Context: an optimization exercise on an open-source flow, tuned for small area and a short achievable clock period. The choices shown serve that exercise and are no tape-out recipe. RTL that was checked went through simulation tests only; none was proved equivalent to the original.

==> run a <==
Design me, start of the top module:
module me(
	input wire clk,
	input wire rst,
	input wire [7:0]data_in0,
	input wire [7:0]data_in1,
	input wire [7:0]data_in2,
	input wire [7:0]data_in3,
	input wire [7:0]data_in4,
	input wire [7:0]data_in5,
	input wire [7:0]data_in6,
	input wire [7:0]data_in7,
	input wire [7:0]data_in8,
	input wire [7:0]data_in9,
	input wire [7:0]data_in10,
	input wire [7:0]data_in11,
	input wire [7:0]data_in12,
	input wire [7:0]data_in13,
	input wire [7:0]data_in14,
	input wire [7:0]data_in15,
	input wire [7:0]data_in16,
	input wire [7:0]data_in17,
	input wire [7:0]data_in18,
	input wire [7:0]data_ref00,
	input wire [7:0]data_ref01,
	input wire [7:0]data_ref02,
	input wire [7:0]data_ref03,
	input wire [7:0]data_ref10,
	input wire [7:0]data_ref11,
	input wire [7:0]data_ref12,
	input wire [7:0]data_ref13,
	input wire [7:0]data_ref20,
	input wire [7:0]data_ref21,
	input wire [7:0]data_ref22,
	input wire [7:0]data_ref23,
	input wire [7:0]data_ref30,
	input wire [7:0]data_ref31,
	input wire [7:0]data_ref32,
	input wire [7:0]data_ref33,
	output wire rd1,
	output wire rd2,
	output wire [10:0]	addr1_0,
	output wire [10:0]	addr1_1,
	output wire [10:0]	addr2_0,
	output wire [10:0]	addr2_1,
	output wire [3:0]	mvx,
	output wire [3:0]	mvy,
	output wire [11:0]	min
	);
make LEC_CHECK=0 CAP_MARGIN=20 CORE_MARGIN=2 CORE_UTILIZATION=40 CTS_BUF_LIST='sky130_fd_sc_hd__clkbuf_4 sky130_fd_sc_hd__clkbuf_8' SLEW_MARGIN=20 SYNTH_HIERARCHICAL=1 finish   # period 40.0 ns
run.sh (not shown) runs the stock make flow with config.mk's settings and CLKGATE_MAP_FILE= SYNTH_SCRIPT=/design/flow/synth_recipe.tcl, a recipe that flattens the netlist after the stock synthesis.
==> inputs of run b, as changes to run a <==
--- a/flow/design.v
+++ b/flow/design.v
@@ -35,17 +35,17 @@
 	input  wire [7:0] x9,
 	input  wire [7:0] x10,
 	input  wire [7:0] x11,
 	input  wire [7:0] x12,
 	input  wire [7:0] x13,
 	input  wire [7:0] x14,
 	input  wire [7:0] x15,
 	input  wire [15:0] co,
-	output wire [22:0] cs
+	output wire [31:0] cs
 	);
 	wire t1, t2;
 	fa ft1(.a(co[0]), .b(co[1]), .c(co[2]), .s(t1), .co(t2));
 	wire t3, t4;
 	fa ft3(.a(co[3]), .b(co[4]), .c(co[5]), .s(t3), .co(t4));
 	wire t5, t6;
 	fa ft5(.a(co[6]), .b(co[7]), .c(co[8]), .s(t5), .co(t6));
 	wire t7, t8;
@@ -287,66 +287,106 @@
 	wire t243, t244;
 	fa ft243(.a(t214), .b(t217), .c(t216), .s(t243), .co(t244));
 	wire t245, t246;
 	fa ft245(.a(t218), .b(t221), .c(t220), .s(t245), .co(t246));
 	wire t247, t248;
 	fa ft247(.a(t225), .b(t222), .c(t224), .s(t247), .co(t248));
 	wire t249, t250;
 	fa ft249(.a(t194), .b(t229), .c(t226), .s(t249), .co(t250));
+	assign cs = {t250, t230, t248, t249, t228, t247, t246, t227, t245, t244, t223, t243, t242, t219, t241, t240, t215, t239, t238, t211, t237, t236, t207, t235, t203, t234, t233, t197, t232, t231, t195, t145};
+endmodule
+module cpa(
+	input  wire [31:0] cs,
+	output wire [11:0] y
+	);
 	wire t251, t252;
-	ha ht251(.a(t145), .b(t195), .s(t251), .co(t252));
+	ha ht251(.a(cs[0]), .b(cs[1]), .s(t251), .co(t252));
 	wire t253, t254;
-	fa ft253(.a(t232), .b(t197), .c(t233), .s(t253), .co(t254));
+	fa ft253(.a(cs[3]), .b(cs[4]), .c(cs[5]), .s(t253), .co(t254));
 	wire t255, t256;
-	fa ft255(.a(t234), .b(t203), .c(t235), .s(t255), .co(t256));
+	fa ft255(.a(cs[6]), .b(cs[7]), .c(cs[8]), .s(t255), .co(t256));
 	wire t257, t258;
-	fa ft257(.a(t207), .b(t236), .c(t237), .s(t257), .co(t258));
+	fa ft257(.a(cs[9]), .b(cs[10]), .c(cs[11]), .s(t257), .co(t258));
 	wire t259, t260;
-	fa ft259(.a(t211), .b(t238), .c(t239), .s(t259), .co(t260));
+	fa ft259(.a(cs[12]), .b(cs[13]), .c(cs[14]), .s(t259), .co(t260));
 	wire t261, t262;
-	fa ft261(.a(t215), .b(t240), .c(t241), .s(t261), .co(t262));
+	fa ft261(.a(cs[15]), .b(cs[16]), .c(cs[17]), .s(t261), .co(t262));
 	wire t263, t264;
-	fa ft263(.a(t219), .b(t242), .c(t243), .s(t263), .co(t264));
+	fa ft263(.a(cs[18]), .b(cs[19]), .c(cs[20]), .s(t263), .co(t264));
 	wire t265, t266;
-	fa ft265(.a(t223), .b(t244), .c(t245), .s(t265), .co(t266));
+	fa ft265(.a(cs[21]), .b(cs[22]), .c(cs[23]), .s(t265), .co(t266));
 	wire t267, t268;
-	fa ft267(.a(t227), .b(t246), .c(t247), .s(t267), .co(t268));
+	fa ft267(.a(cs[24]), .b(cs[25]), .c(cs[26]), .s(t267), .co(t268));
 	wire t269, t270;
-	fa ft269(.a(t228), .b(t249), .c(t248), .s(t269), .co(t270));
+	fa ft269(.a(cs[27]), .b(cs[28]), .c(cs[29]), .s(t269), .co(t270));
 	wire t271, t272;
-	ha ht271(.a(t230), .b(t250), .s(t271), .co(t272));
-	assign cs = {t272, t270, t271, t269, t268, t267, t266, t265, t264, t263, t262, t261, t260, t259, t258, t257, t256, t255, t254, t253, t252, t251, t231};
+	ha ht271(.a(cs[30]), .b(cs[31]), .s(t271), .co(t272));
+	wire [11:0] a = {t272, t270, t268, t266, t264, t262, t260, t258, t256, t254, t252, t251};
+	wire [11:0] b = {1'b0, t271, t269, t267, t265, t263, t261, t259, t257, t255, t253, cs[2]};
+	wire [12:1] c;
+	ha h0(.a(a[0]), .b(b[0]), .s(y[0]), .co(c[1]));
+	genvar i;
+	generate for (i = 1; i < 12; i = i + 1) begin : rc
+		fa f(.a(a[i]), .b(b[i]), .c(c[i]), .s(y[i]), .co(c[i+1]));
+	end endgenerate
 endmodule
-module cpa(
-	input  wire [22:0] cs,
-	output wire [11:0] y
+module ltr(
+	input  wire [11:0] a,
+	input  wire [11:0] b,
+	output wire lt
 	);
-	wire [11:0] a = {cs[22], cs[20], cs[18], cs[16], cs[14], cs[12], cs[10], cs[8], cs[6], cs[4], cs[2], cs[0]};
-	wire [11:0] b = {1'b0, cs[21], cs[19], cs[17], cs[15], cs[13], cs[11], cs[9], cs[7], cs[5], cs[3], cs[1]};
-	assign y = a + b;
+	wire [12:0] l;
+	assign l[0] = 1'b0;
+	genvar i;
+	generate for (i = 0; i < 12; i = i + 1) begin : rc
+		assign l[i+1] = (a[i] & ~b[i]) | (l[i] & (a[i] | ~b[i]));
+	end endgenerate
+	assign lt = l[12];
 endmodule
 module comparator(
 	input  wire [191:0] sad,
-	output reg  [11:0] row_min,
-	output reg  [3:0] row_idx
+	output reg  [11:0] ma,
+	output reg  [11:0] mb,
+	output reg  [2:0] ia,
+	output reg  [2:0] ib
 	);
-	integer b, k;
-	reg [15:0] alive, z;
+	integer i;
+	wire [7:0] l1;
+	genvar g;
+	generate for (g = 0; g < 8; g = g + 1) begin : r1
+		ltr c(.a(sad[12*(2*g) +: 12]), .b(sad[12*(2*g+1) +: 12]), .lt(l1[g]));
+	end endgenerate
+	reg [11:0] m1 [0:7];
+	reg [11:0] m2 [0:3];
+	reg [11:0] m3 [0:1];
+	reg [0:0] i1 [0:7];
+	reg [1:0] i2 [0:3];
+	reg [2:0] i3 [0:1];
 	always @(*) begin
-		alive = 16'hffff;
-		for (b = 11; b >= 0; b = b - 1) begin
-			for (k = 0; k < 16; k = k + 1)
-				z[k] = alive[k] & ~sad[12*k + b];
-			row_min[b] = ~|z;
-			if (|z) alive = z;
+		for (i = 0; i < 8; i = i + 1) begin
+			m1[i] = l1[i] ? sad[12*(2*i+1) +: 12] : sad[12*(2*i) +: 12];
+			i1[i] = l1[i];
+		end
+		for (i = 0; i < 4; i = i + 1) begin
+			if (m1[2*i+1] < m1[2*i]) begin
+				m2[i] = m1[2*i+1]; i2[i] = {1'b1, i1[2*i+1]};
+			end else begin
+				m2[i] = m1[2*i]; i2[i] = {1'b0, i1[2*i]};
+			end
 		end
-		row_idx = 4'd15;
-		for (k = 15; k >= 0; k = k - 1)
-			if (alive[k]) row_idx = k;
+		for (i = 0; i < 2; i = i + 1) begin
+			if (m2[2*i+1] < m2[2*i]) begin
+				m3[i] = m2[2*i+1]; i3[i] = {1'b1, i2[2*i+1]};
+			end else begin
+				m3[i] = m2[2*i]; i3[i] = {1'b0, i2[2*i]};
+			end
+		end
+		ma = m3[0]; ia = i3[0];
+		mb = m3[1]; ib = i3[1];
 	end
 endmodule
 module ctl(
 	input  wire rst,
 	input  wire [4:0]  cnt,
 	input  wire [8:0]  a2x,
 	input  wire [8:0]  a2y,
 	input  wire [8:0]  a1x,
@@ -474,28 +514,24 @@
 	assign ref_in[8] = data_ref20;
 	assign ref_in[9] = data_ref21;
 	assign ref_in[10] = data_ref22;
 	assign ref_in[11] = data_ref23;
 	assign ref_in[12] = data_ref30;
 	assign ref_in[13] = data_ref31;
 	assign ref_in[14] = data_ref32;
 	assign ref_in[15] = data_ref33;
-	wire [7:0] nref [0:15];
-	generate for (genvar q = 0; q < 16; q = q + 1) begin : nr
-		assign nref[q] = ~ref_in[q];
-	end endgenerate
 	reg [7:0] re0 [0:18];
 	reg [7:0] re1 [0:18];
 	reg [7:0] re2 [0:18];
 	reg [7:0] re3 [0:18];
 	integer k;
 	always @(posedge clk) begin
 		for (k = 0; k < 19; k = k + 1) begin
-			re0[k] <= row_in[k];
+			re0[k] <= ~row_in[k];
 			re1[k] <= re0[k];
 			re2[k] <= re1[k];
 			re3[k] <= re2[k];
 		end
 	end
 	reg [4:0] cnt;
 	reg [8:0] a2x, a2y, a1x;
 	reg [10:0] a1y;
@@ -525,47 +561,55 @@
 	wire [7:0] w [0:3][0:18];
 	genvar x, i, j;
 	generate for (j = 0; j < 19; j = j + 1) begin : wr
 		assign w[0][j] = re3[j];
 		assign w[1][j] = re2[j];
 		assign w[2][j] = re1[j];
 		assign w[3][j] = re0[j];
 	end endgenerate
-	reg  [22:0] cs_r [0:15];
+	reg  [31:0] cs_r [0:15];
 	wire [191:0] sad;
 	generate for (x = 0; x < 16; x = x + 1) begin : cand
 		wire [7:0] xd [0:15];
 		wire [15:0] co;
 		for (i = 0; i < 4; i = i + 1) begin : pr
 			for (j = 0; j < 4; j = j + 1) begin : pc
-				pe pe0(.a(w[i][x+j]), .nb(nref[4*i+j]), .x(xd[4*i+j]), .co(co[4*i+j]));
+				pe pe0(.a(ref_in[4*i+j]), .nb(w[i][x+j]), .x(xd[4*i+j]), .co(co[4*i+j]));
 			end
 		end
-		wire [22:0] cs;
+		wire [31:0] cs;
 		array sum(.x0(xd[0]), .x1(xd[1]), .x2(xd[2]), .x3(xd[3]), .x4(xd[4]), .x5(xd[5]), .x6(xd[6]), .x7(xd[7]), .x8(xd[8]), .x9(xd[9]), .x10(xd[10]), .x11(xd[11]), .x12(xd[12]), .x13(xd[13]), .x14(xd[14]), .x15(xd[15]),
 			.co(co), .cs(cs));
 		always @(posedge clk) cs_r[x] <= cs;
 		cpa add(.cs(cs_r[x]), .y(sad[12*x +: 12]));
 	end endgenerate
-	wire [11:0] row_min;
-	wire [3:0] row_idx;
-	comparator cmp(.sad(sad), .row_min(row_min), .row_idx(row_idx));
-	reg [11:0] m_r;
-	reg [3:0] x_r, y_r;
+	wire [11:0] ma, mb;
+	wire [2:0] ia, ib;
+	comparator cmp(.sad(sad), .ma(ma), .mb(mb), .ia(ia), .ib(ib));
+	reg [11:0] ma_r, mb_r;
+	reg [2:0] ia_r, ib_r;
+	wire selb = mb_r < ma_r;
+	wire [11:0] m_r = selb ? mb_r : ma_r;
+	wire [3:0] x_r = {selb, selb ? ib_r : ia_r};
+	reg [3:0] y_r;
 	reg vld, first;
 	reg [11:0] min_q;
 	reg [3:0] mvx_q, mvy_q;
-	wire take = vld & (first | (m_r < min_q));
+	wire lta = ma_r < min_q;
+	wire ltb = mb_r < min_q;
+	wire take = vld & (first | (selb ? ltb : lta));
 	assign min = take ? m_r : min_q;
 	assign mvx = take ? x_r : mvx_q;
 	assign mvy = take ? y_r : mvy_q;
 	always @(posedge clk) begin
-		m_r <= row_min;
-		x_r <= row_idx;
+		ma_r <= ma;
+		mb_r <= mb;
+		ia_r <= ia;
+		ib_r <= ib;
 		y_r <= cnt[3:0] - 4'd4;
 		first <= (cnt == 5'd4);
 		if (rst) begin
 			vld <= 1'b0;
 			min_q <= 0;
 			mvx_q <= 0;
 			mvy_q <= 0;
 		end else begin
CTS_BUF_LIST = default   (was sky130_fd_sc_hd__clkbuf_4 sky130_fd_sc_hd__clkbuf_8)
CTS_CLUSTER_DIAMETER = 120   (was default)
CTS_CLUSTER_SIZE = 24   (was default)
==> run summary <==
|  | run b | run a |
|---|---|---|
| DR vias | 80640 | 89590 |
| GP Congestion | 1.024 | 1.069 |
| Vias in the first global route | 90860 | 97620 |
| Termination of the worst setup path | cs_r[7][11]$_DFF_P_ | x_r[0]$_DFF_P_ |
| Relative slew slack | 0.1912 | 0.1481 |
| Sequential share of the synthesized area | 0.1720 | 0.1521 |
| Fin util | 0.4196 | 0.4299 |
| Basic-gate share of the synthesized area counting and, or, nand and nor cells | 0.01033 | 0.02142 |
| Cell at the slowest stage of the critical path | sky130_fd_sc_hd__fa_1 | sky130_fd_sc_hd__or4_2 |
| Multi-input gate share of total cell area | 0.7402 | 0.7478 |
| Status | no timing/DRC/antenna violations | no timing/DRC/antenna violations |
| Number of flip-flops and latches | 1221 | 1063 |
| Worst-case hold slack | 0.3693 ns | 0.3591 ns |
| Half-perimeter wire length after detailed placement | 481000 µm | 550100 µm |
| Post-Route Skew | 0.09240 ns | 0.1394 ns |
| Placed cell area | 144900 µm² | 144800 µm² |
| Final non-filler cell area | 148100 µm² | 149900 µm² |
| Worst path setup slack after routing | 25.93 ns | 20.38 ns |
| Met2 Routed Length | 264500 µm | 286100 µm |
Function not checked in run a: the RTL went through the layout flow alone.

what the ideal ports hide:
The flow's constraints put no driver on any port. The routed layouts listed below were extracted and timed again, unchanged, in two steps.
Step 1 assumes that a clkbuf_16 drives the clock port and a buf_2 every other input.
Step 2 also shifts input and output timing later by t, the mid clock arrival at the registers, as if the neighbouring blocks saw the same clock.
Slacks: ideal ports / drivers / drivers and shift; pairs: ideal ports / drivers.
run	t, ns	slack for setup (ns)	worst hold slack (ns)
run a	1.211	20.383 / 20.383 / 20.383	0.359 / 0.359 / 0.359
run b	0.993	25.926 / 25.972 / 24.979	0.369 / 0.369 / 0.369
After both steps every run listed still meets setup and hold. The setup slack of run b, which loses most, moves by +0.046 ns with the drivers and by -0.947 ns with both steps.
